From an optimization exercise on the open Yosys and OpenROAD flow, aimed at small area; shortcuts taken in it are not production practice.
RTL that was checked went through simulation tests only; none was proved equivalent to the original.
Only the layout flow was run in run 1; the RTL was not checked for function there.
No activity file was given, so power comes from the tool's default toggle rates.

<file path="config.mk">
export PLATFORM = sky130hd
export DESIGN_NAME = gaussian_noise
export DESIGN_NICKNAME = gaussian_noise
export VERILOG_FILES = /design/flow/design.v
export SDC_FILE = /design/flow/constraint.sdc
export NUM_CORES = 4
export LEC_CHECK = 0
export CAP_MARGIN = 20
export CORE_MARGIN = 2
export CORE_UTILIZATION = 40
export CTS_BUF_LIST = sky130_fd_sc_hd__clkbuf_8
export CTS_CLUSTER_DIAMETER = 60
export CTS_CLUSTER_SIZE = 16
export SLEW_MARGIN = 20
</file>
<file path="constraint.sdc">
create_clock -name core_clock -period 15.0 [get_ports {clk}]
set_input_delay 3.0000 -clock core_clock [delete_from_list [all_inputs] [get_ports {clk}]]
set_output_delay 3.0000 -clock core_clock [all_outputs]
set_load 0.01 [all_outputs]
</file>
<file path="design.v">
module gaussian_noise (Y, select, clk, Y_hat, noise_debug, reset, state);
input [31:0] Y;
input [2:0] select;
input reset;
input clk;
output [31:0] Y_hat, noise_debug;
output [2:0] state;
reg [31:0] ch;   
reg [31:0] n0;   
reg [31:0] n1;   
reg [31:0] n2;   
reg [31:0] n3;   
reg [31:0] n4;   
reg [31:0] n5;   
wire chfb = ch[31] ^ ch[21] ^ ch[1] ^ ch[0];
wire [6:0] cw = {ch[5:0], chfb};   
wire h00 = cw[6] ^ cw[4] ^ cw[3] ^ cw[2];
wire h01 = cw[5] ^ cw[2];
wire h02 = cw[6] ^ cw[5] ^ cw[3] ^ cw[2];
wire h03 = cw[5] ^ cw[3] ^ cw[2] ^ cw[1] ^ cw[0];
wire h04 = cw[6] ^ cw[4] ^ cw[1];
wire [2:0] c0 = {2'b0,h00} + {2'b0,h01} + {2'b0,h02} + {2'b0,h03} + {2'b0,h04};   
wire h10 = cw[6] ^ cw[3] ^ cw[2];
wire h11 = cw[5] ^ cw[4] ^ cw[3];
wire h12 = cw[6] ^ cw[5] ^ cw[3] ^ cw[2];
wire h13 = cw[6] ^ cw[5] ^ cw[4] ^ cw[1];
wire h14 = cw[6] ^ cw[1];
wire [2:0] c1 = {2'b0,h10} + {2'b0,h11} + {2'b0,h12} + {2'b0,h13} + {2'b0,h14};   
wire b0 = ^(ch & 32'h3c333334);   
wire [2:0] w0 = b0 ? 3'd6 - c0 : c0;   
wire [31:0] u0;   
wire [31:3] k0;   
assign u0[0] = w0[0];
assign u0[1] = n0[0] ^ w0[1];
assign u0[2] = n0[1] ^ w0[2] ^ (n0[0] & w0[1]);
assign k0[3] = (n0[1] & w0[2]) | ((n0[1] ^ w0[2]) & n0[0] & w0[1]);
genvar i0;
generate for (i0 = 3; i0 < 32; i0 = i0 + 1) begin : inc0
  assign u0[i0] = n0[i0-1] ^ k0[i0];
  if (i0 < 31) begin : cy
    assign k0[i0+1] = n0[i0-1] & k0[i0];
  end
end endgenerate
wire b1 = ^(ch & 32'h3f722374);   
wire [2:0] w1 = b1 ? 3'd6 - c0 : c0;   
wire [31:0] u1;   
wire [31:3] k1;   
assign u1[0] = w1[0];
assign u1[1] = n1[0] ^ w1[1];
assign u1[2] = n1[1] ^ w1[2] ^ (n1[0] & w1[1]);
assign k1[3] = (n1[1] & w1[2]) | ((n1[1] ^ w1[2]) & n1[0] & w1[1]);
genvar i1;
generate for (i1 = 3; i1 < 32; i1 = i1 + 1) begin : inc1
  assign u1[i1] = n1[i1-1] ^ k1[i1];
  if (i1 < 31) begin : cy
    assign k1[i1+1] = n1[i1-1] & k1[i1];
  end
end endgenerate
wire b2 = ^(ch & 32'h17780b74);   
wire [2:0] w2 = b2 ? 3'd6 - c0 : c0;   
wire [31:0] u2;   
wire [31:3] k2;   
assign u2[0] = w2[0];
assign u2[1] = n2[0] ^ w2[1];
assign u2[2] = n2[1] ^ w2[2] ^ (n2[0] & w2[1]);
assign k2[3] = (n2[1] & w2[2]) | ((n2[1] ^ w2[2]) & n2[0] & w2[1]);
genvar i2;
generate for (i2 = 3; i2 < 32; i2 = i2 + 1) begin : inc2
  assign u2[i2] = n2[i2-1] ^ k2[i2];
  if (i2 < 31) begin : cy
    assign k2[i2+1] = n2[i2-1] & k2[i2];
  end
end endgenerate
wire b3 = ^(ch & 32'h15b8bb78);   
wire [2:0] w3 = b3 ? 3'd6 - c1 : c1;   
wire [31:0] u3;   
wire [31:3] k3;   
assign u3[0] = w3[0];
assign u3[1] = n3[0] ^ w3[1];
assign u3[2] = n3[1] ^ w3[2] ^ (n3[0] & w3[1]);
assign k3[3] = (n3[1] & w3[2]) | ((n3[1] ^ w3[2]) & n3[0] & w3[1]);
genvar i3;
generate for (i3 = 3; i3 < 32; i3 = i3 + 1) begin : inc3
  assign u3[i3] = n3[i3-1] ^ k3[i3];
  if (i3 < 31) begin : cy
    assign k3[i3+1] = n3[i3-1] & k3[i3];
  end
end endgenerate
wire b4 = ^(ch & 32'h11b97b78);   
wire [2:0] w4 = b4 ? 3'd6 - c1 : c1;   
wire [31:0] u4;   
wire [31:3] k4;   
assign u4[0] = w4[0];
assign u4[1] = n4[0] ^ w4[1];
assign u4[2] = n4[1] ^ w4[2] ^ (n4[0] & w4[1]);
assign k4[3] = (n4[1] & w4[2]) | ((n4[1] ^ w4[2]) & n4[0] & w4[1]);
genvar i4;
generate for (i4 = 3; i4 < 32; i4 = i4 + 1) begin : inc4
  assign u4[i4] = n4[i4-1] ^ k4[i4];
  if (i4 < 31) begin : cy
    assign k4[i4+1] = n4[i4-1] & k4[i4];
  end
end endgenerate
wire b5 = ^(ch & 32'h11894178);   
wire [2:0] w5 = b5 ? 3'd6 - c1 : c1;   
wire [31:0] u5;   
wire [31:3] k5;   
assign u5[0] = w5[0];
assign u5[1] = n5[0] ^ w5[1];
assign u5[2] = n5[1] ^ w5[2] ^ (n5[0] & w5[1]);
assign k5[3] = (n5[1] & w5[2]) | ((n5[1] ^ w5[2]) & n5[0] & w5[1]);
genvar i5;
generate for (i5 = 3; i5 < 32; i5 = i5 + 1) begin : inc5
  assign u5[i5] = n5[i5-1] ^ k5[i5];
  if (i5 < 31) begin : cy
    assign k5[i5+1] = n5[i5-1] & k5[i5];
  end
end endgenerate
always @(posedge clk or posedge reset) begin
  if (reset) begin
    ch <= 32'h0000006d;
    n0 <= 32'h5a5a5ade;
    n1 <= 32'h5f9e7ade;
    n2 <= 32'h419e5cde;
    n3 <= 32'h419c7c9c;
    n4 <= 32'h3d1c4c9c;
    n5 <= 32'h670a4c9c;
  end else begin
    ch <= {ch[30:0], chfb};
    n0 <= u0;
    n1 <= u1;
    n2 <= u2;
    n3 <= u3;
    n4 <= u4;
    n5 <= u5;
  end
end
wire [5:0] sel1h = {select == 3'd5, select == 3'd4, select == 3'd3, select == 3'd2, select == 3'd1, select == 3'd0};
wire [31:0] ng = ({32{sel1h[0]}} & n0) | ({32{sel1h[1]}} & n1) | ({32{sel1h[2]}} & n2) | ({32{sel1h[3]}} & n3) | ({32{sel1h[4]}} & n4) | ({32{sel1h[5]}} & n5);
wire [31:0] ns = ({32{sel1h[0]}} & (n0 >> 10)) | ({32{sel1h[1]}} & (n1 >> 8)) | ({32{sel1h[2]}} & (n2 >> 6)) | ({32{sel1h[3]}} & (n3 >> 4)) | ({32{sel1h[4]}} & (n4 >> 2)) | ({32{sel1h[5]}} & (n5 >> 0));
wire [31:0] yh_p = Y ^ ns;
wire [31:0] yh_g = Y & ns;
wire yh_G1 = yh_g[0] | (yh_p[0] & 1'b0);
wire yh_P1 = yh_p[0] & 1'b0;
wire yh_G2 = yh_g[2] | (yh_p[2] & yh_g[1]);
wire yh_P2 = yh_p[2] & yh_p[1];
wire yh_G3 = yh_g[4] | (yh_p[4] & yh_g[3]);
wire yh_P3 = yh_p[4] & yh_p[3];
wire yh_G4 = yh_g[6] | (yh_p[6] & yh_g[5]);
wire yh_P4 = yh_p[6] & yh_p[5];
wire yh_G5 = yh_g[8] | (yh_p[8] & yh_g[7]);
wire yh_P5 = yh_p[8] & yh_p[7];
wire yh_G6 = yh_g[10] | (yh_p[10] & yh_g[9]);
wire yh_P6 = yh_p[10] & yh_p[9];
wire yh_G7 = yh_g[12] | (yh_p[12] & yh_g[11]);
wire yh_P7 = yh_p[12] & yh_p[11];
wire yh_G8 = yh_g[14] | (yh_p[14] & yh_g[13]);
wire yh_P8 = yh_p[14] & yh_p[13];
wire yh_G9 = yh_g[16] | (yh_p[16] & yh_g[15]);
wire yh_P9 = yh_p[16] & yh_p[15];
wire yh_G10 = yh_g[18] | (yh_p[18] & yh_g[17]);
wire yh_P10 = yh_p[18] & yh_p[17];
wire yh_G11 = yh_g[20] | (yh_p[20] & yh_g[19]);
wire yh_P11 = yh_p[20] & yh_p[19];
wire yh_G12 = yh_g[22] | (yh_p[22] & yh_g[21]);
wire yh_P12 = yh_p[22] & yh_p[21];
wire yh_G13 = yh_g[24] | (yh_p[24] & yh_g[23]);
wire yh_P13 = yh_p[24] & yh_p[23];
wire yh_G14 = yh_g[26] | (yh_p[26] & yh_g[25]);
wire yh_P14 = yh_p[26] & yh_p[25];
wire yh_G15 = yh_g[28] | (yh_p[28] & yh_g[27]);
wire yh_P15 = yh_p[28] & yh_p[27];
wire yh_G16 = yh_g[30] | (yh_p[30] & yh_g[29]);
wire yh_P16 = yh_p[30] & yh_p[29];
wire yh_G17 = yh_g[1] | (yh_p[1] & yh_G1);
wire yh_P17 = yh_p[1] & yh_P1;
wire yh_G18 = yh_G2 | (yh_P2 & yh_G1);
wire yh_P18 = yh_P2 & yh_P1;
wire yh_G19 = yh_g[5] | (yh_p[5] & yh_G3);
wire yh_P19 = yh_p[5] & yh_P3;
wire yh_G20 = yh_G4 | (yh_P4 & yh_G3);
wire yh_P20 = yh_P4 & yh_P3;
wire yh_G21 = yh_g[9] | (yh_p[9] & yh_G5);
wire yh_P21 = yh_p[9] & yh_P5;
wire yh_G22 = yh_G6 | (yh_P6 & yh_G5);
wire yh_P22 = yh_P6 & yh_P5;
wire yh_G23 = yh_g[13] | (yh_p[13] & yh_G7);
wire yh_P23 = yh_p[13] & yh_P7;
wire yh_G24 = yh_G8 | (yh_P8 & yh_G7);
wire yh_P24 = yh_P8 & yh_P7;
wire yh_G25 = yh_g[17] | (yh_p[17] & yh_G9);
wire yh_P25 = yh_p[17] & yh_P9;
wire yh_G26 = yh_G10 | (yh_P10 & yh_G9);
wire yh_P26 = yh_P10 & yh_P9;
wire yh_G27 = yh_g[21] | (yh_p[21] & yh_G11);
wire yh_P27 = yh_p[21] & yh_P11;
wire yh_G28 = yh_G12 | (yh_P12 & yh_G11);
wire yh_P28 = yh_P12 & yh_P11;
wire yh_G29 = yh_g[25] | (yh_p[25] & yh_G13);
wire yh_P29 = yh_p[25] & yh_P13;
wire yh_G30 = yh_G14 | (yh_P14 & yh_G13);
wire yh_P30 = yh_P14 & yh_P13;
wire yh_G31 = yh_g[29] | (yh_p[29] & yh_G15);
wire yh_P31 = yh_p[29] & yh_P15;
wire yh_G32 = yh_G16 | (yh_P16 & yh_G15);
wire yh_P32 = yh_P16 & yh_P15;
wire yh_G33 = yh_g[3] | (yh_p[3] & yh_G18);
wire yh_P33 = yh_p[3] & yh_P18;
wire yh_G34 = yh_G3 | (yh_P3 & yh_G18);
wire yh_P34 = yh_P3 & yh_P18;
wire yh_G35 = yh_G19 | (yh_P19 & yh_G18);
wire yh_P35 = yh_P19 & yh_P18;
wire yh_G36 = yh_G20 | (yh_P20 & yh_G18);
wire yh_P36 = yh_P20 & yh_P18;
wire yh_G37 = yh_g[11] | (yh_p[11] & yh_G22);
wire yh_P37 = yh_p[11] & yh_P22;
wire yh_G38 = yh_G7 | (yh_P7 & yh_G22);
wire yh_P38 = yh_P7 & yh_P22;
wire yh_G39 = yh_G23 | (yh_P23 & yh_G22);
wire yh_P39 = yh_P23 & yh_P22;
wire yh_G40 = yh_G24 | (yh_P24 & yh_G22);
wire yh_P40 = yh_P24 & yh_P22;
wire yh_G41 = yh_g[19] | (yh_p[19] & yh_G26);
wire yh_P41 = yh_p[19] & yh_P26;
wire yh_G42 = yh_G11 | (yh_P11 & yh_G26);
wire yh_P42 = yh_P11 & yh_P26;
wire yh_G43 = yh_G27 | (yh_P27 & yh_G26);
wire yh_P43 = yh_P27 & yh_P26;
wire yh_G44 = yh_G28 | (yh_P28 & yh_G26);
wire yh_P44 = yh_P28 & yh_P26;
wire yh_G45 = yh_g[27] | (yh_p[27] & yh_G30);
wire yh_P45 = yh_p[27] & yh_P30;
wire yh_G46 = yh_G15 | (yh_P15 & yh_G30);
wire yh_P46 = yh_P15 & yh_P30;
wire yh_G47 = yh_G31 | (yh_P31 & yh_G30);
wire yh_P47 = yh_P31 & yh_P30;
wire yh_G48 = yh_G32 | (yh_P32 & yh_G30);
wire yh_P48 = yh_P32 & yh_P30;
wire yh_G49 = yh_g[7] | (yh_p[7] & yh_G36);
wire yh_P49 = yh_p[7] & yh_P36;
wire yh_G50 = yh_G5 | (yh_P5 & yh_G36);
wire yh_P50 = yh_P5 & yh_P36;
wire yh_G51 = yh_G21 | (yh_P21 & yh_G36);
wire yh_P51 = yh_P21 & yh_P36;
wire yh_G52 = yh_G22 | (yh_P22 & yh_G36);
wire yh_P52 = yh_P22 & yh_P36;
wire yh_G53 = yh_G37 | (yh_P37 & yh_G36);
wire yh_P53 = yh_P37 & yh_P36;
wire yh_G54 = yh_G38 | (yh_P38 & yh_G36);
wire yh_P54 = yh_P38 & yh_P36;
wire yh_G55 = yh_G39 | (yh_P39 & yh_G36);
wire yh_P55 = yh_P39 & yh_P36;
wire yh_G56 = yh_G40 | (yh_P40 & yh_G36);
wire yh_P56 = yh_P40 & yh_P36;
wire yh_G57 = yh_g[23] | (yh_p[23] & yh_G44);
wire yh_P57 = yh_p[23] & yh_P44;
wire yh_G58 = yh_G13 | (yh_P13 & yh_G44);
wire yh_P58 = yh_P13 & yh_P44;
wire yh_G59 = yh_G29 | (yh_P29 & yh_G44);
wire yh_P59 = yh_P29 & yh_P44;
wire yh_G60 = yh_G30 | (yh_P30 & yh_G44);
wire yh_P60 = yh_P30 & yh_P44;
wire yh_G61 = yh_G45 | (yh_P45 & yh_G44);
wire yh_P61 = yh_P45 & yh_P44;
wire yh_G62 = yh_G46 | (yh_P46 & yh_G44);
wire yh_P62 = yh_P46 & yh_P44;
wire yh_G63 = yh_G47 | (yh_P47 & yh_G44);
wire yh_P63 = yh_P47 & yh_P44;
wire yh_G64 = yh_G48 | (yh_P48 & yh_G44);
wire yh_P64 = yh_P48 & yh_P44;
wire yh_G65 = yh_g[15] | (yh_p[15] & yh_G56);
wire yh_P65 = yh_p[15] & yh_P56;
wire yh_G66 = yh_G9 | (yh_P9 & yh_G56);
wire yh_P66 = yh_P9 & yh_P56;
wire yh_G67 = yh_G25 | (yh_P25 & yh_G56);
wire yh_P67 = yh_P25 & yh_P56;
wire yh_G68 = yh_G26 | (yh_P26 & yh_G56);
wire yh_P68 = yh_P26 & yh_P56;
wire yh_G69 = yh_G41 | (yh_P41 & yh_G56);
wire yh_P69 = yh_P41 & yh_P56;
wire yh_G70 = yh_G42 | (yh_P42 & yh_G56);
wire yh_P70 = yh_P42 & yh_P56;
wire yh_G71 = yh_G43 | (yh_P43 & yh_G56);
wire yh_P71 = yh_P43 & yh_P56;
wire yh_G72 = yh_G44 | (yh_P44 & yh_G56);
wire yh_P72 = yh_P44 & yh_P56;
wire yh_G73 = yh_G57 | (yh_P57 & yh_G56);
wire yh_P73 = yh_P57 & yh_P56;
wire yh_G74 = yh_G58 | (yh_P58 & yh_G56);
wire yh_P74 = yh_P58 & yh_P56;
wire yh_G75 = yh_G59 | (yh_P59 & yh_G56);
wire yh_P75 = yh_P59 & yh_P56;
wire yh_G76 = yh_G60 | (yh_P60 & yh_G56);
wire yh_P76 = yh_P60 & yh_P56;
wire yh_G77 = yh_G61 | (yh_P61 & yh_G56);
wire yh_P77 = yh_P61 & yh_P56;
wire yh_G78 = yh_G62 | (yh_P62 & yh_G56);
wire yh_P78 = yh_P62 & yh_P56;
wire yh_G79 = yh_G63 | (yh_P63 & yh_G56);
wire yh_P79 = yh_P63 & yh_P56;
wire yh_G80 = yh_G64 | (yh_P64 & yh_G56);
wire yh_P80 = yh_P64 & yh_P56;
wire yh_G81 = yh_g[31] | (yh_p[31] & yh_G80);
wire yh_P81 = yh_p[31] & yh_P80;
wire [31:0] yh = yh_p ^ {yh_G80, yh_G79, yh_G78, yh_G77, yh_G76, yh_G75, yh_G74, yh_G73, yh_G72, yh_G71, yh_G70, yh_G69, yh_G68, yh_G67, yh_G66, yh_G65, yh_G56, yh_G55, yh_G54, yh_G53, yh_G52, yh_G51, yh_G50, yh_G49, yh_G36, yh_G35, yh_G34, yh_G33, yh_G18, yh_G17, yh_G1, 1'b0};
assign Y_hat = yh;
assign noise_debug = ng;
assign state = select;
endmodule
</file>
<file path="flow/run.sh">
#!/bin/bash
# Standard ORFS layout, with the port buffers inserted as the smallest buffer cell.
# Each tool's full log is kept by ORFS under orfs/logs/; make's own output goes to flow_make.log.
set -euo pipefail
bash standard.sh BUFFER_PORTS_ARGS="-buffer_cell sky130_fd_sc_hd__buf_1" finish > flow_make.log 2>&1
</file>
<file path="standard.sh">
#!/bin/bash
# synth_recipe.tcl (not shown) runs the flow's synth.tcl, then flattens the netlist and writes it again
# the make line also repeats each setting of config.mk as NAME=value (left out here)
make -C /OpenROAD-flow-scripts/flow DESIGN_CONFIG=/design/flow/config.mk WORK_HOME=/design/flow/orfs CLKGATE_MAP_FILE= SYNTH_SCRIPT=/design/flow/synth_recipe.tcl "${@:-finish}"
</file>
==> flow_summary_export.csv, run 1 <==
group,metric,value,unit
setup_path,crit_chain,"buf_1, inv_1, nor3_2, buf_4, a22oi_1, nand4_1, ha_1, o211ai_1, o211ai_1, nand4_1, a211oi_1, o21ai_0, o21ai_0, a21oi_1, xnor2_1, buf_1",
finish,layout.cells.non_filler,1456,
finish,nets,1312,
clocking,cts_buffers,20,
global_route,grt_max_degree,140,
timing,fmax,94.74,MHz
timing,worst_pin_slew,0.9720,ns
clocking,tritoncts,"done",
global_route,first_global_vias,8340,
global_route,antenna_found_initial,0,
finish,register_area,5638,µm²
synth,ys_ff_latch,220,
flow_run,drv_cap,0,
synth,synth.top_cells.by_count,"213 x ha_1, 130 x a22oi_1, 114 x dfrtp_1",
finish,final_core_util,44.67,%
outcome,status,"finished clean",
synth,ys_seq_area_share,47.18,%
drt,wl_met3,1560,µm
place,io_buffers,103,
timing,hold_viol,0,
clocking,cts_root_buf,"clkbuf_8",
setup_path,crit_path_end_kind,"output pin",
drt,drc,0,
drt,drtIter0Drc,561,
synth,synth_cell_type_count,44,
die,floorplan.initialDensity,40.42,%
setup_path,cpPeakStageDelay,0.58,ns
drt,vias,8041,
timing,rsz0062_at_grt,"false",
synth,synth_top_area_share,23.87,%
finish,syn_to_final_growth,10.50,%
drt,wl_per_cell,18.95,µm
clocking,hold_buffers,0,
place,gp_congestion,0.8142,
die,rows,63,
finish,n_antenna_cell,0,
timing,skew,0.02736,ns
drt,top_layer_used,"met4",
timing,post-route-period-util,70.37,%
place,place_hpwl,20780,µm
power,p_per_area,77.86,nW/µm²
finish,fillers,2828,
global_route,grt_pass1_wl,44610,µm
synth,yosysTopAreaCell,"dfrtp_1",
clocking,clk_pin_slew,0.10,ns
synth,ys_warn_count,1,
clocking,cts_sinks,220,
timing,finalSetupViolations,0,
power,vdd.ir_drop.worst,67.01,µV
drt,drtPass1Iterations,6,
die,io_pins,104,
global_route,grt_overflow_total,0,
power,p_leak,6.909,nW
die,fp.dieW,176.8,µm
timing,period_minus_slack,10.56,ns
synth,synth_cells,958,
global_route,grtUsageTotal,18.09,%
setup_path,critPathArrivalTime,7.56,ns
drt,wl_met2,12750,µm
place,dpl_worst_slack,4.545,ns
setup_path,cp_slowest_cell,"buf_1",
synth,synth_area_per_cell,12.47,µm²
drt,met1Wirelength,12650,µm
timing,worst_slack,4.445,ns
timing,maxSlewViolCount,0,
setup_path,cp.required,12.00,ns
synth,syn_nets,1218,
clocking,post-cts-setup-buffer-count,0,
synth,synth.most_common_cell,"ha_1",
synth,syn-cell-area,11950,µm²
die,coreArea,29560,µm²
clocking,post_cts_resized,0,
synth,ys.flop_type,"dfrtp_1",
die,dieArea,31270,µm²
clocking,clock_latency,0.54,ns
setup_path,crit_path_max_fanout,49,
synth,synthTopCellsByArea,"dfrtp_1 24%, dfstp_2 23%, ha_1 22%",
synth,synth_enable_flop_cells,0,
timing,setup_tns,0,ns
place,placedCellCount,1420,
finish,multi_input_area,6097,µm²
finish,layout-drive-gt1-share,16.32,%
timing,max_slew_margin,35.20,%
clocking,cts_htree_levels,1,
synth,async_reset_ff_share,100.0,%
die,die_h,176.8,µm
drt,drtAntennaViolNets,0,
drt,avgViaCountPerCell,5.523,
setup_path,critPathKind,"in -> out",
drt,drt_wl_total,27590,µm
min_path,hold_path_class,"reg -> reg",
clocking,clockBufferDepth,3,
setup_path,start_kind,"input port",
-- worst max-delay path, delay by kind of cell --
family | cells | cell delay [ns]
adder cells (fa/ha/maj) | 1 | 0.21
AO/OA/AOI/OAI | 7 | 1.95
buffers and inverters | 4 | 1.46
XOR/XNOR | 1 | 0.15
AND/OR/NAND/NOR | 3 | 0.72
-- layout by cell type (no fill, tap or decap), types with 3 or more instances in the layout --
cell        n
nor2_1     15
nand3_1    34
clkbuf_8   25
o211ai_1    5
a22oi_1   130
xnor2_1    43
a221o_1     3
dfstp_2   106
a31o_1      6
dfrtp_1   114
buf_1     103
ha_1      213
xnor2_2     8
nand4_1    28
nand2_1    52
nor2_4      3
a21o_1     11
o21ai_0    12
and3_1      4
buf_4       6
xor2_1     35
fa_1       10
a21oi_1    19
inv_1      28
mux2i_1     5
mux2_4      6
mux2_2      7
-- through the flow --
step | total power, mW | hold WS [ns] | area (µm²)
floorplan | 0.6369 | 0.3312 | 11950
global placement | 0.6536 | 0.3343 | 12760
detailed placement | 0.6542 | 0.3364 | 12760
CTS | 1.045 | 0.3612 | 13200
global route | 1.074 | 0.3735 | 13200
finish | 1.028 | 0.3586 | 13200
-- state kept, by name, summed over array words and instances (netlist names) --
name / count
n5: 31
n3: 32
n4: 31
n0: 31
n1: 31
ch: 32
n2: 32
-- where the power goes --
group	total (mW)	switching, mW	internal [mW]	leakage [nW]
Sequential	0.594	0	0.594	2.69
Clock	0.385	0.211	0.174	0.242
Combinational	0.0487	0.0369	0.0118	3.98
-- path summary, 6_finish.rpt --
kind / startpoint / end / slack (ns) / cells after the start
worst max-delay path: select[0] / Y_hat[27] / 4.44 / 16
worst min-delay path: ch[7] / ch[8] / 0.36 / 0
worst max register to register: ch[5] / n3[31] / 5.88 / 40
worst min register to register: ch[7] / ch[8] / 0.36 / 0
max in group asynchronous: reset / n0[5] / 11.05 / 3
min in group asynchronous: reset / ch[8] / 2.64 / 2
-- routing by layer --
| layer | track usage, % | vias to the layer above |
|---|---|---|
| met2 | 29.04 | 256 |
| met3 | 2.556 | 47 |
| met5 | 0 | - |
| met4 | 4.787 | 0 |
| met1 | 25.70 | 3993 |
| li1 | - | 3745 |
-- cell families (layout without fill, tap and decap cells) --
group	count (synthesis)	after routing	share of synthesized area, %
adder cells (fa/ha/maj)	223	223	23.98
flip-flops	220	220	47.18
AO/OA/AOI/OAI	201	201	12.19
AND/OR/NAND/NOR	146	146	5.811
XOR/XNOR	86	86	6.806
buffers and inverters	63	171	2.105
multiplexers	19	19	1.927
-- area by class of cell --
| type | count | share of cell area (%) |
|---|---|---|
| clock buffers | 25 | 2.606 |
| clock inverters | 11 | 0.7012 |
| inverters | 25 | 0.7676 |
| multi-input cells | 675 | 46.18 |
| flip-flops and latches | 220 | 42.70 |
| well taps | 390 | 3.696 |
| repair buffers | 110 | 3.355 |
==> inputs of run 2 (changes only) <==
--- a/design.v
+++ b/design.v
@@ -14,17 +14,47 @@
 reg [31:0] n5;   
-wire chfb = ch[31] ^ ch[21] ^ ch[1] ^ ch[0];
-wire [6:0] cw = {ch[5:0], chfb};   
-wire h00 = cw[6] ^ cw[4] ^ cw[3] ^ cw[2];
-wire h01 = cw[5] ^ cw[2];
-wire h02 = cw[6] ^ cw[5] ^ cw[3] ^ cw[2];
-wire h03 = cw[5] ^ cw[3] ^ cw[2] ^ cw[1] ^ cw[0];
-wire h04 = cw[6] ^ cw[4] ^ cw[1];
+wire x0 = ch[4] ^ ch[5];
+wire x1 = ch[28] ^ ch[8];
+wire x2 = x0 ^ x1;
+wire x3 = ch[20] ^ ch[21];
+wire x4 = ch[24] ^ ch[6];
+wire x5 = ch[9] ^ x2;
+wire x6 = x3 ^ x5;
+wire x7 = ch[13] ^ x6;
+wire x8 = ch[19] ^ x4;
+wire x9 = ch[1] ^ ch[2];
+wire x10 = ch[11] ^ x8;
+wire x11 = ch[12] ^ x7;
+wire x12 = ch[23] ^ ch[3];
+wire x13 = ch[26] ^ ch[2];
+wire x14 = ch[0] ^ ch[3];
+wire x15 = ch[14] ^ ch[16];
+wire x16 = ch[17] ^ ch[27];
+wire x17 = ch[21] ^ ch[31];
+wire x18 = ch[22] ^ ch[25];
+wire x19 = ch[29] ^ x13;
+wire x20 = ch[2] ^ ch[4];
+wire x21 = ch[5] ^ x9;
+wire x22 = x0 ^ x9;
+wire x23 = x10 ^ x11;
+wire x24 = x12 ^ x15;
+wire x25 = x16 ^ x19;
+wire chfb = ch[0] ^ ch[1] ^ x17;
+wire h00 = ch[3] ^ x21;
+wire h01 = ch[1] ^ ch[4];
+wire h02 = x22;
+wire h03 = x17 ^ x20;
+wire h04 = ch[5] ^ x14;
+wire h10 = x21;
+wire h11 = ch[3] ^ x20;
+wire h12 = x22;
+wire h13 = x0 ^ x14;
+wire h14 = ch[0] ^ ch[5];
+wire b0 = ch[16] ^ x11 ^ x25;
+wire b1 = x18 ^ x25 ^ x4 ^ x7;
+wire b2 = x10 ^ x13 ^ x18 ^ x6;
+wire b3 = ch[15] ^ ch[26] ^ x12 ^ x23;
+wire b4 = x23 ^ x24;
+wire b5 = x2 ^ x24 ^ x8;
 wire [2:0] c0 = {2'b0,h00} + {2'b0,h01} + {2'b0,h02} + {2'b0,h03} + {2'b0,h04};   
-wire h10 = cw[6] ^ cw[3] ^ cw[2];
-wire h11 = cw[5] ^ cw[4] ^ cw[3];
-wire h12 = cw[6] ^ cw[5] ^ cw[3] ^ cw[2];
-wire h13 = cw[6] ^ cw[5] ^ cw[4] ^ cw[1];
-wire h14 = cw[6] ^ cw[1];
 wire [2:0] c1 = {2'b0,h10} + {2'b0,h11} + {2'b0,h12} + {2'b0,h13} + {2'b0,h14};   
-wire b0 = ^(ch & 32'h3c333334);   
 wire [2:0] w0 = b0 ? 3'd6 - c0 : c0;   
@@ -43,3 +73,2 @@
 end endgenerate
-wire b1 = ^(ch & 32'h3f722374);   
 wire [2:0] w1 = b1 ? 3'd6 - c0 : c0;   
@@ -58,3 +87,2 @@
 end endgenerate
-wire b2 = ^(ch & 32'h17780b74);   
 wire [2:0] w2 = b2 ? 3'd6 - c0 : c0;   
@@ -73,3 +101,2 @@
 end endgenerate
-wire b3 = ^(ch & 32'h15b8bb78);   
 wire [2:0] w3 = b3 ? 3'd6 - c1 : c1;   
@@ -88,3 +115,2 @@
 end endgenerate
-wire b4 = ^(ch & 32'h11b97b78);   
 wire [2:0] w4 = b4 ? 3'd6 - c1 : c1;   
@@ -103,3 +129,2 @@
 end endgenerate
-wire b5 = ^(ch & 32'h11894178);   
 wire [2:0] w5 = b5 ? 3'd6 - c1 : c1;   
==> flow_summary_export.csv, run 2 <==
group,metric,value,unit
outcome,status,"finished clean",
clocking,cts_buffers,21,
power,clkPwrFrac,38.4,%
clocking,post-cts-setup-buffer-count,0,
clocking,post_cts_resized,0,
clocking,clockBufferDepth,3,
timing,worst_pin_slew,1.005,ns
synth,yosysTopAreaCell,"dfrtp_1",
drt,drtPass1Iterations,6,
timing,period_minus_slack,10.26,ns
synth,ys_warn_count,1,
setup_path,worstSetupStartpoint,"select[2]",
global_route,first_global_vias,8103,
clocking,cts_root_buf,"clkbuf_8",
setup_path,critPathArrivalTime,7.26,ns
synth,async_reset_ff_share,100.0,%
setup_path,crit_path_max_fanout,53,
synth,synth.top_cells.by_count,"213 x ha_1, 127 x a22oi_1, 114 x dfrtp_1",
finish,layout.cells.non_filler,1443,
finish,final_cell_mix,"213 x ha_1, 127 x a22oi_1, 114 x dfrtp_1",
timing,post-route-period-util,68.37,%
flow_run,drv_cap,0,
global_route,grt_overflow_total,0,
clocking,hold_buffers,0,
power,p_seq_share,56.9,%
clocking,cts_htree_levels,1,
finish,syn_to_final_growth,10.75,%
power,p_leak,6.843,nW
power,p_per_area,79.47,nW/µm²
drt,vias,7851,
timing,max_slew_margin,32.99,%
setup_path,critPathKind,"in -> out",
finish,fillers,2752,
setup_path,crit_chain,"buf_1, nand2b_1, nor2_4, buf_4, nand2_1, nand4_1, ha_1, a211oi_1, o211ai_1, nand4_1, nand2_1, a21oi_1, o21ai_0, a21o_1, a21oi_1, xnor2_1, buf_1",
drt,drc,0,
power,combPwrFrac,4.6,%
die,rows,63,
place,gp_congestion,0.8693,
drt,drtAntennaViolNets,0,
power,p_sw,0.2531,mW
timing,maxSlewViolCount,0,
drt,drtIter0Drc,537,
synth,synthTopCellsByArea,"dfrtp_1 24%, dfstp_2 23%, ha_1 22%",
finish,nets,1299,
die,coreArea,29400,µm²
synth,synth_cell_type_count,49,
power,swShare,24.25,%
finish,n_antenna_cell,0,
synth,synth_top_area_share,24.06,%
global_route,antenna_found_initial,0,
setup_path,start_kind,"input port",
die,dieArea,31040,µm²
timing,setup_tns,0,ns
synth,synth_area_per_cell,12.59,µm²
clocking,clk_pin_slew,0.10,ns
place,placedCellCount,1406,
place,io_buffers,103,
clocking,tritoncts,"done",
global_route,grtUsageTotal,17.61,%
drt,avgViaCountPerCell,5.441,
setup_path,cpPeakStageDelay,0.51,ns
finish,multi_input_area,6032,µm²
clocking,cts_sinks,220,
finish,layout_commonest_cell,"ha_1",
finish,top_regs,"ch (32), n2 (32), n5 (32)",
drt,wl_per_cell,18.54,µm
power,intPower,0.7906,mW
synth,synth.most_common_cell,"ha_1",
synth,ys.flop_type,"dfrtp_1",
setup_path,worstReg2RegStart,"ch[4]",
finish,register_area,5638,µm²
synth,synth_enable_flop_cells,0,
synth,syn_nets,1202,
synth,ys_ff_latch,220,
min_path,hp-start,"ch[10]",
power,vdd.ir_drop.worst,51.18,µV
global_route,grt_pass1_wl,43200,µm
finish,layout-drive-gt1-share,16.52,%
setup_path,cp_slowest_cell,"buf_4",
min_path,hold_path_class,"reg -> reg",
timing,fmax,97.51,MHz
timing,rsz0062_at_grt,"false",
timing,skew,0.03450,ns
die,floorplan.initialDensity,40.33,%
synth,synth_cells,942,
global_route,grt_max_degree,92,
timing,hold_viol,0,
setup_path,cp.required,12.00,ns
synth,ys_seq_area_share,47.55,%
place,place_hpwl,20080,µm
timing,finalSetupViolations,0,
die,die_h,176.2,µm
die,io_pins,104,
synth,syn-cell-area,11860,µm²
setup_path,crit_path_end_kind,"output pin",
drt,drt_wl_total,26750,µm
die,fp.dieW,176.2,µm
clocking,clock_latency,0.54,ns
==> run 2: area by class of cell <==
| class | instances | area share [%] |
|---|---|---|
| Clock buffer | 23 | 2.410 |
| Clock inverter | 14 | 1.096 |
| Inverter | 14 | 0.4573 |
| Multi-Input combinational cell | 670 | 45.93 |
| Sequential cell | 220 | 42.93 |
| Tap cell | 390 | 3.716 |
| Timing Repair Buffer | 112 | 3.458 |
==> run 2: worst paths after layout <==
kind,endpoint,slack (ns),cells after the start
hold / removal,ch[11],0.36,0
min in group asynchronous,ch[10],2.58,2
setup / recovery,Y_hat[30],4.74,17
max in group asynchronous,n5[18],10.34,4
setup reg to reg,n1[31],5.99,39
hold reg to reg,ch[11],0.36,0
==> run 2: power by group through the flow <==
stage / Sequential [mW] / Combinational (mW) / Clock, mW
after floorplan: 0.605 / 0.0317 / 0
after global placement: 0.605 / 0.0491 / 0
after detailed placement: 0.605 / 0.0495 / 0
after CTS: 0.594 / 0.0496 / 0.418
after global routing: 0.594 / 0.0545 / 0.440
final: 0.594 / 0.0484 / 0.401
==> run 2: cells by family (layout without fill, tap and decap cells) <==
group / after synthesis / after routing / synth area share [%]
xor gates and xnor gates: 88 / 88 / 7.006
and+or+nand+nor: 151 / 151 / 6.278
adders and majority gates: 223 / 223 / 24.16
buffers and inverters: 52 / 163 / 1.899
DFF: 220 / 220 / 47.55
muxes: 16 / 16 / 1.435
AOI/OAI and AO/OA: 192 / 192 / 11.67
==> run 2: routing by layer <==
metal  vias up  global-route usage, %  share of wire, %
li1       3687                      -                 -
met1      3890                  24.99                46
met2       228                  28.42                45
met3        46                  2.261               5.2
met4         0                  4.890               2.9
met5         -                      0                 0
==> run 2: stage by stage <==
step / power [mW] / hold WS, ns / utilization (%) / instance area (µm²) / worst slack, ns
3_3_place_gp: 0.6537 / 0.3337 / 43.10 / 12670 / 4.781
2_1_floorplan: 0.6362 / 0.3312 / - / 11860 / 5.789
6_report: 1.044 / 0.3566 / 44.67 / 13130 / 4.745
4_1_cts: 1.062 / 0.3574 / 44.67 / 13130 / 4.672
5_1_grt: 1.089 / 0.3771 / 44.67 / 13130 / 4.354
3_5_place_dp: 0.6541 / 0.3402 / 43.10 / 12670 / 4.682
==> run 2: critical path, delay by kind of cell <==
family	cells	cell delay, ns
compound gates	6	1.47
buf+inv	3	1.16
fa+ha+maj	1	0.28
xor+xnor	1	0.14
simple gates	6	1.18
==> inputs of run 3 (changes only) <==
--- a/config.mk
+++ b/config.mk
@@ -12,3 +12,3 @@
 export CTS_CLUSTER_DIAMETER = 60
-export CTS_CLUSTER_SIZE = 16
+export CTS_CLUSTER_SIZE = 18
 export SLEW_MARGIN = 20
==> flow_summary_export.csv, run 3 <==
group,metric,value,unit
global_route,use_met3,2.390,%
finish,layout_commonest_cell,"ha_1",
timing,finalSetupViolations,0,
clocking,cts_sinks,220,
die,io_pins,104,
drt,drt_wl_total,26970,µm
global_route,grt_overflow_total,0,
place,io_buffers,103,
finish,n_antenna_cell,0,
clocking,clk_pin_slew,0.10,ns
synth,synthTopCellsByArea,"dfrtp_1 24%, dfstp_2 23%, ha_1 22%",
power,vdd.ir_drop.worst,52.22,µV
timing,worst_pin_slew,1.010,ns
synth,synth_top_family_by_area,"adder cells",
synth,synth_cell_type_count,49,
timing,skew,0.04670,ns
clocking,cts_htree_levels,1,
synth,synth_cells,942,
drt,vias,7837,
die,dieArea,31040,µm²
synth,ys.flop_type,"dfrtp_1",
clocking,post-cts-setup-buffer-count,0,
synth,synth_compound_area_share,11.67,%
min_path,hold_path_class,"reg -> reg",
min_path,hp-start,"ch[10]",
finish,layout-drive-gt1-share,16.90,%
synth,synth_top_area_share,24.06,%
finish,syn_to_final_growth,11.29,%
setup_path,cp.required,12.00,ns
clocking,tritoncts,"done",
synth,async_reset_ff_share,100.0,%
synth,synth_area_per_cell,12.59,µm²
min_path,whs_path_depth,0,
synth,synth-simple-area-share,6.278,%
global_route,grtUsageMet2,28.69,%
setup_path,r2r_cells,39,
timing,maxSlewViolCount,0,
setup_path,worstSetupStartpoint,"select[2]",
die,die_h,176.2,µm
setup_path,timing.rr.end,"n1[31]",
clocking,hold_buffers,0,
die,coreArea,29400,µm²
finish,final_core_util,44.88,%
global_route,grt_max_degree,92,
timing,post-route-period-util,68.44,%
global_route,use_met1,25.05,%
drt,drtIter0Drc,561,
clocking,clockBufferDepth,3,
synth,synth.top_cells.by_count,"213 x ha_1, 127 x a22oi_1, 114 x dfrtp_1",
global_route,grt.busiest_layer,"met2",
drt,drtAntennaViolNets,0,
setup_path,critPathKind,"in -> out",
outcome,status,"finished clean",
clocking,clock_latency,0.55,ns
timing,max_slew_margin,32.68,%
drt,wl_per_cell,18.69,µm
timing,setup_tns,0,ns
drt,drc,0,
synth,syn-cell-area,11860,µm²
die,fp.dieW,176.2,µm
drt,avgViaCountPerCell,5.431,
synth,ys_warn_count,1,
timing,hold_viol,0,
place,gp_congestion,0.8693,
global_route,grt_pass1_wl,43420,µm
drt,drtPass1Iterations,6,
setup_path,crit_path_end_kind,"output pin",
synth,yosysTopAreaCell,"dfrtp_1",
clocking,cts_root_buf,"clkbuf_8",
power,p_per_area,81.79,nW/µm²
setup_path,critPathArrivalTime,7.27,ns
setup_path,worstReg2RegStart,"ch[4]",
global_route,first_global_vias,8123,
synth,synth-adder-area-share,24.16,%
die,floorplan.initialDensity,40.33,%
clocking,post_cts_resized,0,
die,rows,63,
timing,fmax,97.41,MHz
min_path,hold_end,"ch[11]",
setup_path,start_kind,"input port",
clocking,cts_buffers,21,
synth,synth_xor_area_share,7.006,%
timing,period_minus_slack,10.27,ns
synth,ys_seq_area_share,47.55,%
synth,synth_enable_flop_cells,0,
power,p_leak,6.847,nW
synth,synth.most_common_cell,"ha_1",
finish,nets,1299,
synth,syn_nets,1202,
flow_run,drv_cap,0,
finish,final_cell_mix,"213 x ha_1, 127 x a22oi_1, 114 x dfrtp_1",
synth,synthMuxAreaShare,1.435,%
global_route,grtUsageTotal,17.72,%
place,place_hpwl,20080,µm
global_route,antenna_found_initial,0,
setup_path,crit_path_max_fanout,53,
timing,rsz0062_at_grt,"false",
setup_path,r2r_slack,5.98,ns
finish,top_regs,"ch (32), n2 (32), n5 (32)",
synth,ys_ff_latch,220,
[run 3: logic make-up after synthesis]
family	after synthesis
compound gates	192
xor+xnor	88
fa+ha+maj	223
buf+inv	52
flops	220
mux	16
simple gates	151
[run 3: how the worst max path moves through the flow]
stage / depth (start not counted) / slack, ns / end
floorplan: 15 / 5.79 / Y_hat[16]
global placement: 17 / 4.78 / Y_hat[30]
detailed placement: 17 / 4.68 / Y_hat[30]
CTS: 17 / 4.67 / Y_hat[30]
global route: 17 / 4.35 / Y_hat[27]
finish: 17 / 4.73 / Y_hat[30]
[run 3: metal layers]
| layer | part of all wire (%) | vias to the layer above | routed length, µm |
|---|---|---|---|
| met2 | 46 | 206 | 12420 |
| met5 | 0 | - | 0 |
| met3 | 5.2 | 44 | 1405 |
| met4 | 2.5 | 0 | 667 |
| li1 | - | 3684 | - |
| met1 | 46 | 3903 | 12470 |
[run 3: layout make-up]
type	instances	area, µm²
tap	390	488.0
inverter	14	60.06
sequential	220	5638
clock buffer	24	330.3
multi-input combinational	670	6032
clock inverter	13	193.9
timing repair buffer	112	454.2
fill	2742	16210
[run 3: worst max-delay path, cell delays in order]
cell      delay (ns)
buf_1           0.48
nand2b_1        0.33
nor2_4          0.14
buf_4           0.51
nand2_1         0.18
nand4_1         0.23
ha_1            0.28
a211oi_1        0.30
o211ai_1        0.18
nand4_1         0.12
nand2_1         0.17
a21oi_1         0.35
o21ai_0         0.23
a21o_1          0.24
a21oi_1         0.17
xnor2_1         0.14
buf_1           0.17
[run 3: through the flow]
| stage | area [µm²] | hold slack (ns) | std cells | total power, mW | setup WS [ns] |
|---|---|---|---|---|---|
| floorplan | 11860 | 0.3312 | 942 | 0.6362 | 5.789 |
| global placement | 12670 | 0.3337 | 1406 | 0.6537 | 4.781 |
| detailed placement | 12670 | 0.3402 | 1406 | 0.6541 | 4.682 |
| CTS | 13200 | 0.3581 | 1443 | 1.099 | 4.672 |
| global route | 13200 | 0.3776 | 1443 | 1.125 | 4.354 |
| finish | 13200 | 0.3581 | 1443 | 1.079 | 4.734 |
[run 3: report_power, final]
group | total [mW] | internal [mW] | switching (mW) | leakage (nW)
Sequential | 0.594 | 0.594 | 0 | 2.69
Clock | 0.437 | 0.210 | 0.226 | 0.259
Combinational | 0.0485 | 0.0117 | 0.0368 | 3.90
Total | 1.08 | 0.816 | 0.263 | 6.85
==> inputs of run 4 (changes only) <==
--- a/config.mk
+++ b/config.mk
@@ -10,5 +10,5 @@
 export CORE_UTILIZATION = 40
-export CTS_BUF_LIST = sky130_fd_sc_hd__clkbuf_8
-export CTS_CLUSTER_DIAMETER = 60
-export CTS_CLUSTER_SIZE = 18
+export CTS_BUF_LIST = sky130_fd_sc_hd__clkbuf_16
+export CTS_CLUSTER_DIAMETER = 100
+export CTS_CLUSTER_SIZE = 30
 export SLEW_MARGIN = 20
==> flow_summary_export.csv, run 4 <==
group,metric,value,unit
power,p_per_area,75.93,nW/µm²
min_path,whs_path_depth,0,
finish,layout-drive-gt1-share,15.00,%
clocking,cts_buffers,11,
timing,worst_pin_slew,1.003,ns
setup_path,timing.critical_path.buf_inv,3,
synth,synth_top_area_share,24.06,%
synth,async_reset_ff_share,100.0,%
clocking,tritoncts,"done",
die,die_h,176.2,µm
synth,yosysTopAreaCell,"dfrtp_1",
clocking,post_cts_resized,0,
power,vdd.ir_drop.worst,54.29,µV
setup_path,critPathArrivalTime,7.23,ns
finish,top_regs,"ch (32), n2 (32), n5 (32)",
synth,ys_seq_area_share,47.55,%
clocking,post-cts-setup-buffer-count,0,
synth,ys.flop_type,"dfrtp_1",
setup_path,critPathKind,"in -> out",
timing,setup_tns,0,ns
finish,fillers,2758,
clocking,cts_root_buf,"clkbuf_16",
timing,maxSlewViolCount,0,
synth,synth.most_common_cell,"ha_1",
synth,synth_cell_type_count,49,
finish,syn_to_final_growth,9.707,%
timing,max_slew_margin,33.16,%
synth,synth_enable_flop_cells,0,
finish,final_cell_mix,"213 x ha_1, 127 x a22oi_1, 114 x dfrtp_1",
setup_path,cp_slowest_cell,"buf_4",
place,dpl_worst_slack,4.682,ns
setup_path,cpPeakStageDelay,0.50,ns
setup_path,worstReg2RegStart,"ch[4]",
setup_path,r2r_slack,6.02,ns
min_path,hold_end,"ch[11]",
synth,synth_cells,942,
place,io_buffers,103,
place,gp_congestion,0.8693,
min_path,hp-start,"ch[10]",
setup_path,crit_path_max_fanout,53,
finish,n_antenna_cell,0,
global_route,grt_pass1_wl,42920,µm
synth,synth_xor_area_share,7.006,%
clocking,clk_pin_slew,0.11,ns
global_route,grtUsageTotal,17.53,%
min_path,hold_path_class,"reg -> reg",
timing,post-route-period-util,68.20,%
die,rows,63,
drt,drc,0,
die,dieArea,31040,µm²
clocking,hold_buffers,0,
timing,finalSetupViolations,0,
synth,syn_nets,1202,
power,p_leak,6.764,nW
synth,synthMuxAreaShare,1.435,%
synth,ys_warn_count,1,
finish,final_area,13010,µm²
place,place_hpwl,20080,µm
global_route,grt_overflow_total,0,
global_route,first_global_vias,8022,
drt,drt_wl_total,26710,µm
die,coreArea,29400,µm²
synth,synth_compound_area_share,11.67,%
drt,vias,7831,
global_route,antenna_found_initial,0,
power,finalPower,0.9878,mW
clocking,clock_latency,0.48,ns
clocking,cts_sinks,220,
drt,drtIter0Drc,629,
synth,synth_area_per_cell,12.59,µm²
timing,period_minus_slack,10.23,ns
clocking,cts_htree_levels,1,
finish,nets,1289,
die,floorplan.initialDensity,40.33,%
setup_path,r2r_cells,39,
finish,layout_commonest_cell,"ha_1",
setup_path,crit_path_end_kind,"output pin",
place,place_area,12670,µm²
drt,drtPass1Iterations,6,
synth,synthTopCellsByArea,"dfrtp_1 24%, dfstp_2 23%, ha_1 22%",
outcome,status,"finished clean",
synth,syn-cell-area,11860,µm²
timing,hold_viol,0,
global_route,grt_max_degree,92,
timing,fmax,97.75,MHz
drt,wl_per_cell,18.77,µm
synth,synth-adder-area-share,24.16,%
die,fp.dieW,176.2,µm
timing,holdWs,0.3515,ns
setup_path,start_kind,"input port",
timing,worst_slack,4.770,ns
synth,synth-simple-area-share,6.278,%
drt,avgViaCountPerCell,5.503,
synth,synth.top_cells.by_count,"213 x ha_1, 127 x a22oi_1, 114 x dfrtp_1",
clocking,clockBufferDepth,3,
setup_path,cp_top_family,"compound AO/OA/AOI/OAI gates",
drt,drtAntennaViolNets,0,
synth,synth_top_family_by_area,"adder cells",
setup_path,cp.required,12.00,ns
setup_path,crit_chain,"buf_1, nand2b_1, nor2_4, buf_4, nand2_1, nand4_1, ha_1, a211oi_1, o211ai_1, nand4_1, nand2_1, a21oi_1, o21ai_0, a21o_1, a21oi_1, xnor2_1, buf_1",
flow_run,drv_cap,0,
timing,rsz0062_at_grt,"false",
synth,ys_ff_latch,220,
setup_path,timing.rr.end,"n1[31]",
timing,skew,0.01496,ns
die,io_pins,104,
-- run 4: worst max-delay path by stage --
stage / from / end / slack, ns / cells after the start
after floorplan: select[1] / Y_hat[16] / 5.79 / 15
after global placement: select[2] / Y_hat[30] / 4.78 / 17
after detailed placement: select[2] / Y_hat[30] / 4.68 / 17
after CTS: select[2] / Y_hat[30] / 4.67 / 17
after global routing: select[2] / Y_hat[27] / 4.36 / 17
final: select[2] / Y_hat[30] / 4.77 / 17
-- run 4: cell families after synthesis --
logic type	after synthesis
simple gates	151
fa+ha+maj	223
buf+inv	52
mux	16
xor+xnor	88
flops	220
compound gates	192
-- run 4: final cells by class --
type | instances | area (µm²) | share of cell area (%)
multi-input combinational | 670 | 6032 | 46.37
inverter | 14 | 60.06 | 0.4617
tap | 390 | 488.0 | 3.751
clock inverter | 6 | 61.31 | 0.4713
timing repair buffer | 112 | 454.2 | 3.491
clock buffer | 11 | 275.3 | 2.116
sequential | 220 | 5638 | 43.34
-- run 4: power by group --
| part | total (mW) | internal [mW] | switching (mW) | leakage, nW |
|---|---|---|---|---|
| clock | 0.345 | 0.155 | 0.190 | 0.176 |
| combinational | 0.0484 | 0.0117 | 0.0367 | 3.90 |
| sequential | 0.594 | 0.594 | 0 | 2.69 |
-- run 4: through the flow --
step           utilization (%)  cells
2_1_floorplan                -    942
3_5_place_dp             43.10   1406
4_1_cts                  44.24   1423
6_report                 44.24   1423
5_1_grt                  44.24   1423
3_3_place_gp             43.10   1406
-- run 4: routing by layer --
metal / global-route usage, % / up-vias / share of wire, %
met5: 0 / - / 0
met4: 4.855 / 0 / 2.5
met3: 2.089 / 39 / 5.9
met2: 28.42 / 249 / 46
met1: 24.87 / 3882 / 46
li1: - / 3661 / -
==> inputs of run 5 (changes only) <==
--- a/config.mk
+++ b/config.mk
@@ -12,3 +12,3 @@
 export CTS_CLUSTER_DIAMETER = 100
-export CTS_CLUSTER_SIZE = 30
+export CTS_CLUSTER_SIZE = 27
 export SLEW_MARGIN = 20
==> flow_summary_export.csv, run 5 <==
group,metric,value,unit
timing,post-route-period-util,68.40,%
synth,ys.flop_type,"dfrtp_1",
drt,wl_per_cell,18.73,µm
min_path,whs_path_depth,0,
timing,rsz0062_at_grt,"false",
setup_path,crit_path_end_kind,"output pin",
synth,synth.most_common_cell,"ha_1",
flow_run,drv_cap,0,
place,gp_congestion,0.8693,
finish,layout-drive-gt1-share,15.15,%
timing,hold_viol,0,
synth,ys_warn_count,1,
finish,final_cell_mix,"213 x ha_1, 127 x a22oi_1, 114 x dfrtp_1",
drt,avgViaCountPerCell,5.480,
finish,nets,1290,
clocking,clock_latency,0.49,ns
timing,finalSetupViolations,0,
finish,register_area,5638,µm²
timing,setup_tns,0,ns
global_route,grt_overflow_total,0,
timing,max_slew_margin,33.22,%
timing,period_minus_slack,10.26,ns
setup_path,worstReg2RegStart,"ch[4]",
clocking,cts_buffers,12,
drt,drtIter0Drc,548,
synth,synth_enable_flop_cells,0,
global_route,antenna_found_initial,0,
drt,drtAntennaViolNets,0,
global_route,first_global_vias,8051,
synth,async_reset_ff_share,100.0,%
min_path,hold_end,"ch[11]",
global_route,grt_max_degree,92,
die,coreArea,29400,µm²
finish,n_antenna_cell,0,
clocking,post_cts_resized,0,
synth,synth_cell_type_count,49,
setup_path,critPathArrivalTime,7.26,ns
die,dieArea,31040,µm²
place,io_buffers,103,
finish,layout_commonest_cell,"ha_1",
setup_path,cp.required,12.00,ns
setup_path,critPathKind,"in -> out",
place,placedCellCount,1406,
clocking,tritoncts,"done",
setup_path,start_kind,"input port",
setup_path,crit_path_max_fanout,53,
place,place_hpwl,20080,µm
synth,synthTopCellsByArea,"dfrtp_1 24%, dfstp_2 23%, ha_1 22%",
setup_path,cp_slowest_cell,"buf_4",
global_route,grt_pass1_wl,43110,µm
clocking,hold_buffers,0,
die,die_h,176.2,µm
synth,syn_nets,1202,
finish,syn_to_final_growth,9.993,%
setup_path,timing.rr.end,"n1[31]",
synth,yosysTopAreaCell,"dfrtp_1",
die,rows,63,
power,p_per_area,76.83,nW/µm²
synth,synth_cells,942,
timing,skew,0.02246,ns
clocking,post-cts-setup-buffer-count,0,
power,finalPower,1.002,mW
synth,synth.top_cells.by_count,"213 x ha_1, 127 x a22oi_1, 114 x dfrtp_1",
clocking,clk_pin_slew,0.11,ns
drt,drt_wl_total,26710,µm
finish,top_regs,"ch (32), n2 (32), n5 (32)",
finish,layout.cells.non_filler,1426,
setup_path,crit_chain,"buf_1, nand2b_1, nor2_4, buf_4, nand2_1, nand4_1, ha_1, a211oi_1, o211ai_1, nand4_1, nand2_1, a21oi_1, o21ai_0, a21o_1, a21oi_1, xnor2_1, buf_1",
clocking,cts_htree_levels,1,
setup_path,r2r_cells,39,
die,io_pins,104,
min_path,hp-start,"ch[10]",
finish,fillers,2755,
drt,drc,0,
timing,fmax,97.47,MHz
die,floorplan.initialDensity,40.33,%
synth,synth_area_per_cell,12.59,µm²
finish,multi_input_area,6032,µm²
synth,synth_top_area_share,24.06,%
setup_path,cpPeakStageDelay,0.50,ns
synth,ys_seq_area_share,47.55,%
drt,vias,7814,
min_path,hold_path_class,"reg -> reg",
die,fp.dieW,176.2,µm
clocking,cts_sinks,220,
setup_path,r2r_slack,5.99,ns
timing,maxSlewViolCount,0,
timing,worst_pin_slew,1.002,ns
outcome,status,"finished clean",
power,p_leak,6.785,nW
drt,drtPass1Iterations,8,
global_route,grtUsageTotal,17.61,%
power,vdd.ir_drop.worst,52.09,µV
clocking,cts_root_buf,"clkbuf_16",
clocking,clockBufferDepth,3,
synth,ys_ff_latch,220,
synth,syn-cell-area,11860,µm²
[run 5: cell type report]
cell class	instances	share of cell area [%]
multi-input combinational	670	46.25
sequential	220	43.23
tap	390	3.741
timing repair buffer	112	3.482
clock buffer	13	2.494
inverter	14	0.4605
clock inverter	7	0.3454
[run 5: metal layers]
metal / track usage, % / part of all wire, % / wire, µm
met4: 4.787 / 2.2 / 596
met1: 25.01 / 47 / 12490
met3: 2.369 / 5.4 / 1442
met2: 28.37 / 46 / 12180
met5: 0 / 0 / 0
[run 5: cells by family (layout without fill, tap and decap cells)]
kind of cell	Yosys count	after routing	share of synthesized area, %
compound gates	192	192	11.67
xor+xnor	88	88	7.006
fa+ha+maj	223	223	24.16
buf+inv	52	146	1.899
flops	220	220	47.55
mux	16	16	1.435
simple gates	151	151	6.278
[run 5: per-stage QoR]
step / area, µm² / hold slack [ns] / setup slack [ns] / util [%]
after floorplan: 11860 / 0.3312 / 5.789 / -
after global placement: 12670 / 0.3337 / 4.781 / 43.10
after detailed placement: 12670 / 0.3402 / 4.682 / 43.10
after CTS: 13040 / 0.3572 / 4.673 / 44.36
after global routing: 13040 / 0.3775 / 4.361 / 44.36
final: 13040 / 0.3472 / 4.740 / 44.36
[run 5: how the worst max path moves through the flow]
| stage | from | end | slack (ns) |
|---|---|---|---|
| after global placement | select[2] | Y_hat[30] | 4.78 |
| after floorplan | select[1] | Y_hat[16] | 5.79 |
| after global routing | select[2] | Y_hat[27] | 4.36 |
| after detailed placement | select[2] | Y_hat[30] | 4.68 |
| final | select[2] | Y_hat[30] | 4.74 |
| after CTS | select[2] | Y_hat[30] | 4.67 |
[run 5: report_power, final]
| part | total [mW] | internal [mW] | switching [mW] |
|---|---|---|---|
| sequential | 0.594 | 0.594 | 0 |
| combinational | 0.0483 | 0.0117 | 0.0366 |
| clock | 0.359 | 0.161 | 0.198 |
| total | 1.00 | 0.768 | 0.234 |
[run 5: critical path: cells and delay by family]
| family | cells | cell delay, ns |
|---|---|---|
| adders and majority gates | 1 | 0.28 |
| and+or+nand+nor | 6 | 1.17 |
| buffers and inverters | 3 | 1.15 |
| xor gates and xnor gates | 1 | 0.14 |
| AOI/OAI and AO/OA | 6 | 1.48 |
==> inputs of run 6 (changes only) <==
--- a/config.mk
+++ b/config.mk
@@ -12,3 +12,3 @@
 export CTS_CLUSTER_DIAMETER = 100
-export CTS_CLUSTER_SIZE = 27
+export CTS_CLUSTER_SIZE = 24
 export SLEW_MARGIN = 20
==> flow_summary_export.csv, run 6 <==
group,metric,value,unit
finish,syn_to_final_growth,10.02,%
finish,final_core_util,44.37,%
synth,async_reset_ff_share,100.0,%
synth,synth.top_cells.by_count,"213 x ha_1, 127 x a22oi_1, 114 x dfrtp_1",
finish,layout-drive-gt1-share,15.14,%
flow_run,drv_cap,0,
finish,layout_commonest_cell,"ha_1",
setup_path,cp.required,12.00,ns
timing,worst_pin_slew,1.000,ns
synth,synth.most_common_cell,"ha_1",
drt,drt_wl_total,26900,µm
setup_path,worstReg2RegStart,"ch[4]",
timing,hold_viol,0,
timing,skew,0.02012,ns
timing,finalSetupViolations,0,
min_path,whs_path_depth,0,
clocking,post-cts-setup-buffer-count,0,
clocking,post_cts_resized,0,
synth,ys_ff_latch,220,
drt,wl_per_cell,18.85,µm
power,combPwrFrac,4.8,%
drt,vias,7815,
timing,maxSlewViolCount,0,
timing,max_slew_margin,33.31,%
setup_path,crit_path_max_fanout,53,
global_route,first_global_vias,8074,
global_route,grtUsageMet2,28.86,%
power,p_per_area,77.08,nW/µm²
place,dpl_worst_slack,4.682,ns
synth,synth_area_per_cell,12.59,µm²
min_path,hold_end,"ch[11]",
setup_path,start_kind,"input port",
finish,fillers,2758,
die,fp.dieW,176.2,µm
synth,ys_seq_area_share,47.55,%
power,swShare,23.63,%
drt,drtIter0Drc,621,
finish,nets,1291,
synth,syn-cell-area,11860,µm²
die,coreArea,29400,µm²
die,floorplan.initialDensity,40.33,%
power,p_leak,6.790,nW
clocking,clockBufferDepth,3,
power,intPower,0.7680,mW
synth,synthTopCellsByArea,"dfrtp_1 24%, dfstp_2 23%, ha_1 22%",
clocking,hold_buffers,0,
min_path,hp-start,"ch[10]",
global_route,grt_overflow_total,0,
outcome,status,"finished clean",
finish,n_antenna_cell,0,
clocking,cts_htree_levels,1,
global_route,grtUsageTotal,17.68,%
clocking,cts_sinks,220,
clocking,clk_pin_slew,0.10,ns
setup_path,crit_chain,"buf_1, nand2b_1, nor2_4, buf_4, nand2_1, nand4_1, ha_1, a211oi_1, o211ai_1, nand4_1, nand2_1, a21oi_1, o21ai_0, a21o_1, a21oi_1, xnor2_1, buf_1",
drt,avgViaCountPerCell,5.477,
timing,fmax,97.36,MHz
setup_path,r2r_cells,39,
setup_path,critPathKind,"in -> out",
die,dieArea,31040,µm²
power,vdd.ir_drop.worst,49.34,µV
die,die_h,176.2,µm
setup_path,critPathArrivalTime,7.27,ns
die,rows,63,
global_route,grt_max_degree,92,
place,io_buffers,103,
synth,synth_enable_flop_cells,0,
clocking,tritoncts,"done",
global_route,use_met3,2.175,%
global_route,use_met1,24.97,%
synth,syn_nets,1202,
clocking,cts_buffers,13,
place,gp_congestion,0.8693,
power,p_seq_share,59.1,%
drt,drc,0,
timing,period_minus_slack,10.27,ns
synth,ys.flop_type,"dfrtp_1",
timing,setup_tns,0,ns
power,clkPwrFrac,36.1,%
synth,synth_cell_type_count,49,
setup_path,cpPeakStageDelay,0.50,ns
setup_path,timing.rr.end,"n1[31]",
synth,synth_cells,942,
drt,drtAntennaViolNets,0,
timing,holdWs,0.3394,ns
clocking,clock_latency,0.48,ns
synth,yosysTopAreaCell,"dfrtp_1",
timing,post-route-period-util,68.48,%
global_route,grt_pass1_wl,43270,µm
global_route,grt.busiest_layer,"met2",
setup_path,r2r_slack,6.00,ns
timing,worst_slack,4.729,ns
finish,top_regs,"ch (32), n2 (32), n5 (32)",
synth,synth_top_area_share,24.06,%
finish,final_cell_mix,"213 x ha_1, 127 x a22oi_1, 114 x dfrtp_1",
place,place_hpwl,20080,µm
global_route,antenna_found_initial,0,
min_path,hold_path_class,"reg -> reg",
synth,ys_warn_count,1,
drt,drtPass1Iterations,5,
clocking,cts_root_buf,"clkbuf_16",
setup_path,cp_slowest_cell,"buf_4",
timing,rsz0062_at_grt,"false",
power,p_sw,0.2377,mW
die,io_pins,104,
setup_path,crit_path_end_kind,"output pin",
-- run 6: kinds of logic after synthesis --
group,Yosys count,share of synthesized area [%]
xor+xnor,88,7.006
mux,16,1.435
simple gates,151,6.278
fa+ha+maj,223,24.16
compound gates,192,11.67
flops,220,47.55
buf+inv,52,1.899
-- run 6: worst max-delay path, delay by kind of cell --
| kind | cells | cell delay [ns] |
|---|---|---|
| xor gates and xnor gates | 1 | 0.14 |
| and+or+nand+nor | 6 | 1.18 |
| buffers and inverters | 3 | 1.15 |
| adders and majority gates | 1 | 0.29 |
| AOI/OAI and AO/OA | 6 | 1.49 |
-- run 6: metrics by stage --
| step | std cells | total power, mW | instance area [µm²] |
|---|---|---|---|
| after CTS | 1427 | 1.021 | 13050 |
| after detailed placement | 1406 | 0.6541 | 12670 |
| final | 1427 | 1.006 | 13050 |
| after global placement | 1406 | 0.6537 | 12670 |
| after global routing | 1427 | 1.046 | 13050 |
| after floorplan | 942 | 0.6362 | 11860 |
-- run 6: worst max-delay path by stage --
stage,slack [ns],to,startpoint
final,4.73,Y_hat[30],select[2]
after global routing,4.36,Y_hat[27],select[2]
after CTS,4.67,Y_hat[30],select[2]
after detailed placement,4.68,Y_hat[30],select[2]
after global placement,4.78,Y_hat[30],select[2]
after floorplan,5.79,Y_hat[16],select[1]
-- run 6: layer usage --
layer | up-vias | wire length [µm] | part of all wire (%)
li1 | 3662 | - | -
met1 | 3917 | 12550 | 47
met2 | 197 | 12410 | 46
met3 | 39 | 1321 | 4.9
met4 | 0 | 618 | 2.3
met5 | - | 0 | 0
-- run 6: power groups by stage --
stage	registers, mW	clock network, mW	logic [mW]
final	0.594	0.363	0.0485
after global routing	0.594	0.397	0.0546
after CTS	0.594	0.377	0.0496
after detailed placement	0.605	0	0.0495
after global placement	0.605	0	0.0491
after floorplan	0.605	0	0.0317
-- run 6: final cells by class --
class                      instances  area, µm²  share of cell area, %
sequential                       220       5638                  43.21
timing repair buffer             112      454.2                  3.481
tap                              390      488.0                  3.740
clock buffer                      13      325.3                  2.494
inverter                          14      60.06                 0.4603
multi-input combinational        670       6032                  46.24
clock inverter                     8      48.80                 0.3740

## what the ideal ports hide
The flow's constraints put no driver on any port. The routed layouts listed below were extracted and timed again, unchanged, in two steps. Step 1 sets driving cells, clkbuf_16 on the clock port and buf_2 on the other inputs (assumed; they add their load-dependent delay and slew). Step 2 also shifts input and output timing later by t, the mid clock arrival at the registers, as if the neighbouring blocks saw the same clock. a / b / c = ideal / step 1 / step 2; a / b = the first two.
| run | t, ns | setup slack, ns | clock arrival spread, ns | slew at the worst register clock pin (ns) | cell pins on the clock port's net |
|---|---|---|---|---|---|
| run 1 | 0.575 | 4.445 / 4.418 / 4.418 | 0.028 / 0.027 | 0.10 / 0.10 | 1 |
| run 2 | 0.562 | 4.745 / 4.718 / 4.718 | 0.034 / 0.035 | 0.10 / 0.10 | 1 |
| run 3 | 0.569 | 4.734 / 4.707 / 4.707 | 0.048 / 0.048 | 0.11 / 0.11 | 1 |
| run 4 | 0.516 | 4.770 / 4.743 / 4.743 | 0.015 / 0.015 | 0.11 / 0.11 | 1 |
| run 5 | 0.526 | 4.740 / 4.713 / 4.713 | 0.022 / 0.023 | 0.11 / 0.11 | 1 |
| run 6 | 0.516 | 4.729 / 4.701 / 4.701 | 0.021 / 0.020 | 0.10 / 0.10 | 1 |
After both steps every run listed still meets setup and hold. The setup slack of run 6, which loses most, moves by -0.028 ns with the drivers and by -0.028 ns with both steps.
